Source: an optimization exercise on an open RTL-to-GDS flow (aim: small area and a short achievable clock period). Production flows keep margins and buffers that such runs may drop.
Where RTL was checked, it was by simulation tests only, not by an equivalence proof against the original.
Power is estimated from default activity; no workload was simulated.

==> v1: inputs <==
==> flow/design.v <==
module flop 
#(parameter WIDTH = 8)
(input              	clk,
 input  	[WIDTH-1:0] d,
 output reg [WIDTH-1:0] q
);
  always@(posedge clk)
    q <= d;
endmodule
module ahb_decoder(
	input  [31:0] HADDR,
    output [3:0]  HSEL
);
  assign HSEL[0] = (HADDR[31:16] == 16'h0000);     
  assign HSEL[1] = (HADDR[31:17] == 15'h0001);     
  assign HSEL[2] = (HADDR[31:4]  == 28'h2020000);  
  assign HSEL[3] = (HADDR[31:8]  == 24'h200030);   
endmodule
module ahb_mux(
	input  [3:0]  HSEL,
    input  [31:0] HRDATA0, HRDATA1, HRDATA2, HRDATA3,
	output [31:0] HRDATA
);
  assign HRDATA = ({32{HSEL[0]}} & HRDATA0) |
                  ({32{HSEL[1]}} & HRDATA1) |
                  ({32{HSEL[2]}} & HRDATA2) |
                  ({32{HSEL[3]}} & HRDATA3);
endmodule
module ahb_rom(
    input  [7:2]  HADDR,
    output [31:0] HRDATA
);
  reg [31:0] rom[63:0];  
  initial
      $readmemh("rom_contents.dat",rom);
  assign HRDATA = rom[HADDR[7:2]];
endmodule
module ahb_ram(
	input         HCLK,
    input         WE,         
    input  [3:0]  WADDR,      
    input  [31:0] HWDATA,
    input  [3:0]  RADDR,      
	output [31:0] RDATA       
);
  reg [31:0] ram[15:0];  
  wire [15:0] rsel = 16'b1 << RADDR;
  reg  [31:0] rd;
  integer i;
  always@(*) begin
    rd = 32'b0;
    for (i = 0; i < 16; i = i + 1)
      rd = rd | ({32{rsel[i]}} & ram[i]);
  end
  assign RDATA = (WE & (WADDR == RADDR)) ? HWDATA : rd;
  always@(posedge HCLK)
    if (WE) ram[WADDR] <= HWDATA;
endmodule
module ahb_gpio(input  logic        HCLK,
                input  logic        HRESETn,
                input  logic        WE,       
                input  logic        WADDR,    
                input  logic [31:0] HWDATA,
                input  logic        RADDR,    
                output logic [31:0] RDATA,    
                output logic [31:0] INDIR,    
                output logic [31:0] pins_out,
                output logic [31:0] pins_dir);
  logic [31:0] port_d, dir_d;
  assign port_d = (WE & ~WADDR) ? HWDATA : pins_out;
  assign dir_d  = (WE &  WADDR) ? HWDATA : pins_dir;
  always_ff @(posedge HCLK or negedge HRESETn)
    if (~HRESETn) begin
      pins_out <= 32'b0;   
      pins_dir <= 32'b0;   
    end else begin
      pins_out <= port_d;
      pins_dir <= dir_d;
    end
  assign RDATA = RADDR ? dir_d : (dir_d & port_d);
  assign INDIR = ~dir_d;
endmodule
module ahb_timer(
	input         HCLK,
    input         HRESETn,
    input         WE,          
    input  [2:0]  WADDR,       
    input  [31:0] HWDATA,
    input  [2:0]  RADDR,       
    output [31:0] RDATA
);
  reg  [3:0]  cs;
  reg  [31:0] clo, chi;
  reg  [31:0] c0, c1, c2, c3;
  reg         clo_max;          
  wire [31:0] clo_d, chi_d, c0_d, c1_d, c2_d, c3_d;
  wire [3:0]  match, clr;
  wire [7:0]  wsel = {8{WE}} & (8'b1 << WADDR);
  wire [31:0] clo_inc = clo + 1;
  wire [31:0] chi_inc = chi + clo_max;
  assign clo_d = wsel[1] ? HWDATA : clo_inc;
  assign chi_d = wsel[2] ? HWDATA : chi_inc;
  assign c0_d  = wsel[3] ? HWDATA : c0;
  assign c1_d  = wsel[4] ? HWDATA : c1;
  assign c2_d  = wsel[5] ? HWDATA : c2;
  assign c3_d  = wsel[6] ? HWDATA : c3;
  assign clr = {4{wsel[0]}} & HWDATA[3:0];
  assign match[0] = ~clr[0] & (cs[0] | (clo == c0));
  assign match[1] = ~clr[1] & (cs[1] | (clo == c1));
  assign match[2] = ~clr[2] & (cs[2] | (clo == c2));
  assign match[3] = ~clr[3] & (cs[3] | (clo == c3));
  always@(posedge HCLK or negedge HRESETn)
    if (~HRESETn) begin
      cs  <= 4'b0;    
      clo_max <= 1'b0;
      clo <= 32'b0;   
      chi <= 32'b0;   
      c0  <= 32'b0;   
      c1  <= 32'b0;   
      c2  <= 32'b0;   
      c3  <= 32'b0;   
    end 
	else begin
      cs  <= match;
      clo <= clo_d;
      clo_max <= &clo_d;
      chi <= chi_d;
      c0  <= c0_d;
      c1  <= c1_d;
      c2  <= c2_d;
      c3  <= c3_d;
    end    
  wire [7:0] rsel = 8'b1 << RADDR;
  assign RDATA = ({32{rsel[0]}} & {28'b0, match}) |
                 ({32{rsel[1]}} & clo_d) |
                 ({32{rsel[2]}} & chi_d) |
                 ({32{rsel[3]}} & c0_d) |
                 ({32{rsel[4]}} & c1_d) |
                 ({32{rsel[5]}} & c2_d) |
                 ({32{rsel[6]}} & c3_d);
endmodule
module ahb_lite(
	input        HCLK,
    input        HRESETn,
    input [31:0] HADDR,
    input        HWRITE,
    input [31:0] HWDATA,
    output[31:0] HRDATA,
    input [31:0] pins_in,
    output[31:0] pins_out,
    output[31:0] pins_dir
);
  wire [3:0]  HSEL;
  wire [31:0] RD0, RD1, RD2, RD3, RDNEXT;
  wire [31:0] RDDEL;
  wire [2:0]  WSEL, WSELDEL;
  wire [3:0]  WADDRDEL;
  wire [31:0] INDIR, PINSELDEL;
  ahb_decoder dec(HADDR, HSEL);
  assign WSEL = {3{HWRITE}} & HSEL[3:1];
  flop #(3)   wselreg(HCLK, WSEL, WSELDEL);
  flop #(4)   waddrreg(HCLK, HADDR[5:2], WADDRDEL);
  ahb_rom     rom  (HADDR[7:2], RD0);
  ahb_ram     ram  (HCLK, WSELDEL[0], WADDRDEL, HWDATA, HADDR[5:2], RD1);
  ahb_gpio    gpio (HCLK, HRESETn, WSELDEL[1], WADDRDEL[0], HWDATA, HADDR[2], RD2, INDIR, pins_out, pins_dir);
  ahb_timer   timer(HCLK, HRESETn, WSELDEL[2], WADDRDEL[2:0], HWDATA, HADDR[4:2], RD3);
  ahb_mux     mux(HSEL, RD0, RD1, RD2, RD3, RDNEXT);
  flop #(32)  rdreg(HCLK, RDNEXT, RDDEL);
  flop #(32)  pinselreg(HCLK, {32{HSEL[2] & ~HADDR[2]}} & INDIR, PINSELDEL);
  assign HRDATA = RDDEL | (PINSELDEL & pins_in);
endmodule
==> flow/rom_contents.dat <==
7857DD86
22222222
BA6F875C
940EEE3C
4DC2A627
33406BC4
E325FAA6
B938451E
68FB90D7
C1D8FAC1
B7740A63
C2354E2B
43E58844
887E8400
3EC33DD6
A2DA95A8
12345678
23456789
7F90ADE7
5AAB0A37
6A769806
86FF0DE2
BA4E6C36
9D9B532A
F6978770
37D72E4A
4F3D4E7B
8B389064
B43D4318
548A84A5
84F42B4B
131DB618
BB3A6A06
C63D5F77
FFE9EC11
DDFA7FA4
34D57084
B070E384
C0A9C8BE
BA49C19F
77F1CAF0
ECB736D8
B5834F4C
D4DD79D3
DF354788
A70B967A
25FBAB1B
88177ABD
366DADC0
DE11EE00
6972F683
FAACED22
0EF8E010
C54BE01C
597538CB
A0F09780
6AA45FE0
7744001A
1FCA7DA2
B9AE5C8F
BE564059
2393446A
C34797C4
53BDF64D
==> flow/flow/run.sh <==
#!/bin/bash
# Standard layout, with small port buffers.
set -euo pipefail
here=$(pwd)
export BUFFER_PORTS_ARGS="-buffer_cell sky130_fd_sc_hd__buf_1"
bash standard.sh > $here/standard.log 2>&1
==> flow/standard.sh <==
#!/bin/bash
# synth_recipe.tcl (not shown) runs the flow's synth.tcl, then flattens the netlist and writes it again
# the make line also repeats each setting of config.mk as NAME=value (left out here)
make -C /OpenROAD-flow-scripts/flow DESIGN_CONFIG=/design/flow/config.mk WORK_HOME=/design/flow/orfs CLKGATE_MAP_FILE= SYNTH_SCRIPT=/design/flow/synth_recipe.tcl "${@:-finish}"
==> flow/config.mk <==
export PLATFORM = sky130hd
export DESIGN_NAME = ahb_lite
export DESIGN_NICKNAME = ahb_lite
export VERILOG_FILES = /design/flow/design.v
export SDC_FILE = /design/flow/constraint.sdc
export NUM_CORES = 4
export LEC_CHECK = 0
export CAP_MARGIN = 20
export CORE_MARGIN = 2
export CORE_UTILIZATION = 45
export CTS_CLUSTER_DIAMETER = 100
export CTS_CLUSTER_SIZE = 20
export SETUP_SLACK_MARGIN = 4.5
export SLEW_MARGIN = 20
==> flow/constraint.sdc <==
create_clock -name core_clock -period 8.0 [get_ports {HCLK}]
set_input_delay 1.6000 -clock core_clock [delete_from_list [all_inputs] [get_ports {HCLK}]]
set_output_delay 1.6000 -clock core_clock [all_outputs]
set_load 0.01 [all_outputs]
==> v6: changes against v1 <==
==> flow/design.v, changed modules only <==
module ahb_ram(
	input         HCLK,
    input         WE,         
    input  [3:0]  WADDR,      
    input  [31:0] HWDATA,
    input  [3:0]  RADDR,      
	output [31:0] RDATA,      
    output        FWD         
);
  reg [31:0] ram[15:0];  
  wire [15:0] rsel = 16'b1 << RADDR;
  reg  [31:0] rd;
  integer i;
  always@(*) begin
    rd = 32'b0;
    for (i = 0; i < 16; i = i + 1)
      rd = rd | ({32{rsel[i]}} & ram[i]);
  end
  assign RDATA = rd;
  assign FWD   = WE & (WADDR == RADDR);
  always@(posedge HCLK)
    if (WE) ram[WADDR] <= HWDATA;
endmodule
module ahb_timer(
	input         HCLK,
    input         HRESETn,
    input         WE,          
    input  [2:0]  WADDR,       
    input  [31:0] HWDATA,
    input  [2:0]  RADDR,       
    output [31:0] RDATA,
    output        FWD          
);
  reg  [3:0]  cs;
  reg  [31:0] clo, chi;
  reg  [31:0] c0r, c1r, c2r, c3r;   
  reg  [3:0]  cv;                   
  reg         clo_max;              
  wire [31:0] clo_d, chi_d;
  wire [31:0] c0, c1, c2, c3;
  wire [3:0]  match, clr;
  wire [7:0]  wsel = {8{WE}} & (8'b1 << WADDR);
  wire [31:0] clo_inc = clo + 1;
  wire [31:0] chi_inc = chi + clo_max;
  assign clo_d = wsel[1] ? HWDATA : clo_inc;
  assign chi_d = wsel[2] ? HWDATA : chi_inc;
  assign c0 = {32{cv[0]}} & c0r;
  assign c1 = {32{cv[1]}} & c1r;
  assign c2 = {32{cv[2]}} & c2r;
  assign c3 = {32{cv[3]}} & c3r;
  wire clo_zero = (clo == 32'b0);
  assign clr = {4{wsel[0]}} & HWDATA[3:0];
  assign match[0] = ~clr[0] & (cs[0] | (cv[0] ? (clo == c0r) : clo_zero));
  assign match[1] = ~clr[1] & (cs[1] | (cv[1] ? (clo == c1r) : clo_zero));
  assign match[2] = ~clr[2] & (cs[2] | (cv[2] ? (clo == c2r) : clo_zero));
  assign match[3] = ~clr[3] & (cs[3] | (cv[3] ? (clo == c3r) : clo_zero));
  always@(posedge HCLK or negedge HRESETn)
    if (~HRESETn) begin
      cs  <= 4'b0;    
      clo <= 32'b0;   
      chi <= 32'b0;   
      cv  <= 4'b0;    
      clo_max <= 1'b0;
    end 
	else begin
      cs  <= match;
      clo <= clo_d;
      chi <= chi_d;
      cv  <= cv | wsel[6:3];
      clo_max <= &clo_d;
    end    
  always@(posedge HCLK) begin
    if (wsel[3]) c0r <= HWDATA;
    if (wsel[4]) c1r <= HWDATA;
    if (wsel[5]) c2r <= HWDATA;
    if (wsel[6]) c3r <= HWDATA;
  end
  wire [7:0] rsel = 8'b1 << RADDR;
  assign FWD   = WE & (WADDR == RADDR) & (RADDR != 3'd0) & (RADDR != 3'd7);
  assign RDATA = ({32{rsel[0]}} & {28'b0, match}) |
                  ({32{rsel[1]}} & clo_inc) |
                  ({32{rsel[2]}} & chi_inc) |
                  ({32{rsel[3]}} & c0) |
                  ({32{rsel[4]}} & c1) |
                  ({32{rsel[5]}} & c2) |
                  ({32{rsel[6]}} & c3);
endmodule
module ahb_lite(
	input        HCLK,
    input        HRESETn,
    input [31:0] HADDR,
    input        HWRITE,
    input [31:0] HWDATA,
    output[31:0] HRDATA,
    input [31:0] pins_in,
    output[31:0] pins_out,
    output[31:0] pins_dir
);
  wire [3:0]  HSEL;
  wire [31:0] RD0, RD1, RD2, RD3, RDSEL, RDNEXT;
  wire        FWD1, FWD3;
  wire [31:0] RDDEL;
  wire [2:0]  WSEL, WSELDEL;
  wire [3:0]  WADDRDEL;
  wire [31:0] INDIR, PINSELDEL;
  ahb_decoder dec(HADDR, HSEL);
  assign WSEL = {3{HWRITE}} & HSEL[3:1];
  flop #(3)   wselreg(HCLK, WSEL, WSELDEL);
  flop #(4)   waddrreg(HCLK, HADDR[5:2], WADDRDEL);
  ahb_rom     rom  (HADDR[7:2], RD0);
  ahb_ram     ram  (HCLK, WSELDEL[0], WADDRDEL, HWDATA, HADDR[5:2], RD1, FWD1);
  ahb_gpio    gpio (HCLK, HRESETn, WSELDEL[1], WADDRDEL[0], HWDATA, HADDR[2], RD2, INDIR, pins_out, pins_dir);
  ahb_timer   timer(HCLK, HRESETn, WSELDEL[2], WADDRDEL[2:0], HWDATA, HADDR[4:2], RD3, FWD3);
  ahb_mux     mux(HSEL, RD0, RD1, RD2, RD3, RDSEL);
  assign RDNEXT = ((HSEL[1] & FWD1) | (HSEL[3] & FWD3)) ? HWDATA : RDSEL;
  flop #(32)  rdreg(HCLK, RDNEXT, RDDEL);
  flop #(32)  pinselreg(HCLK, {32{HSEL[2] & ~HADDR[2]}} & INDIR, PINSELDEL);
  assign HRDATA = RDDEL | (PINSELDEL & pins_in);
endmodule
==> flow/flow/run.sh (replaced) <==
#!/bin/bash
# Standard layout, with small port buffers and the pins_in/HRDATA pins paired.
set -euo pipefail
here=$(pwd)
export BUFFER_PORTS_ARGS="-buffer_cell sky130_fd_sc_hd__buf_1"
export PRE_IO_PLACEMENT_TCL=$here/flow/io.tcl
bash standard.sh > $here/standard.log 2>&1
==> flow/flow/io.tcl (new file) <==
# keep each pins_in bit beside the HRDATA bit it feeds
set_io_pin_constraint -group -order -pin_names {pins_in[0] HRDATA[0] pins_in[1] HRDATA[1] pins_in[2] HRDATA[2] pins_in[3] HRDATA[3] pins_in[4] HRDATA[4] pins_in[5] HRDATA[5] pins_in[6] HRDATA[6] pins_in[7] HRDATA[7] pins_in[8] HRDATA[8] pins_in[9] HRDATA[9] pins_in[10] HRDATA[10] pins_in[11] HRDATA[11] pins_in[12] HRDATA[12] pins_in[13] HRDATA[13] pins_in[14] HRDATA[14] pins_in[15] HRDATA[15] pins_in[16] HRDATA[16] pins_in[17] HRDATA[17] pins_in[18] HRDATA[18] pins_in[19] HRDATA[19] pins_in[20] HRDATA[20] pins_in[21] HRDATA[21] pins_in[22] HRDATA[22] pins_in[23] HRDATA[23] pins_in[24] HRDATA[24] pins_in[25] HRDATA[25] pins_in[26] HRDATA[26] pins_in[27] HRDATA[27] pins_in[28] HRDATA[28] pins_in[29] HRDATA[29] pins_in[30] HRDATA[30] pins_in[31] HRDATA[31]}
==> notes <==
- v1 went through all stages and came out clean. v6 finished with timing, DRC and antenna clean.
- In v1 the hold slack is lower than in v6, by 0.0061 ns.
- Fmax is about the same in v6 and v1.
- Between v6 and v1, the lower register-to-register slack is in v1 (gap 0.16 ns).
- First-iteration DRC count: v1 is lower than v6 (about 1.5%).
- Against v6, the sequential power of v1 is smaller by about 1%.
- Between v1 and v6, the lower area after synthesis is in v6 (gap about 1.5%, measured against v6).
- In utilization, v1 and v6 hardly differ.
- Between v1 and v6, the lower sequential share of layout area is in v1 (gap 2.2 points).
- Against v6, the combinational power of v1 is higher by 33%.
For v6, only the layout was checked, not whether the RTL still works.

## re-timing with driven ports
The results above use ideal ports. As a check the final layouts listed here were re-extracted and re-timed, cells and wires unchanged. Step 1: set_driving_cell puts a clkbuf_16 on HCLK and a buf_2 on each other input, an assumption about the parent block. Step 2 also shifts input and output timing later by t, the mid clock arrival at the registers, as if the neighbouring blocks saw the same clock. Slacks: no drivers / after step 1 / after step 2; pairs: no drivers / after step 1.
run	shift t [ns]	setup WS [ns]	worst setup path at the end
v1	0.712	4.337 / 4.303 / 3.619	input to register
v6	0.721	4.343 / 4.368 / 3.653	input to register
After both steps setup and hold are still met in every run listed. For v1, which loses most, drivers alone change the setup slack by -0.034 ns; drivers and shift together by -0.718 ns.
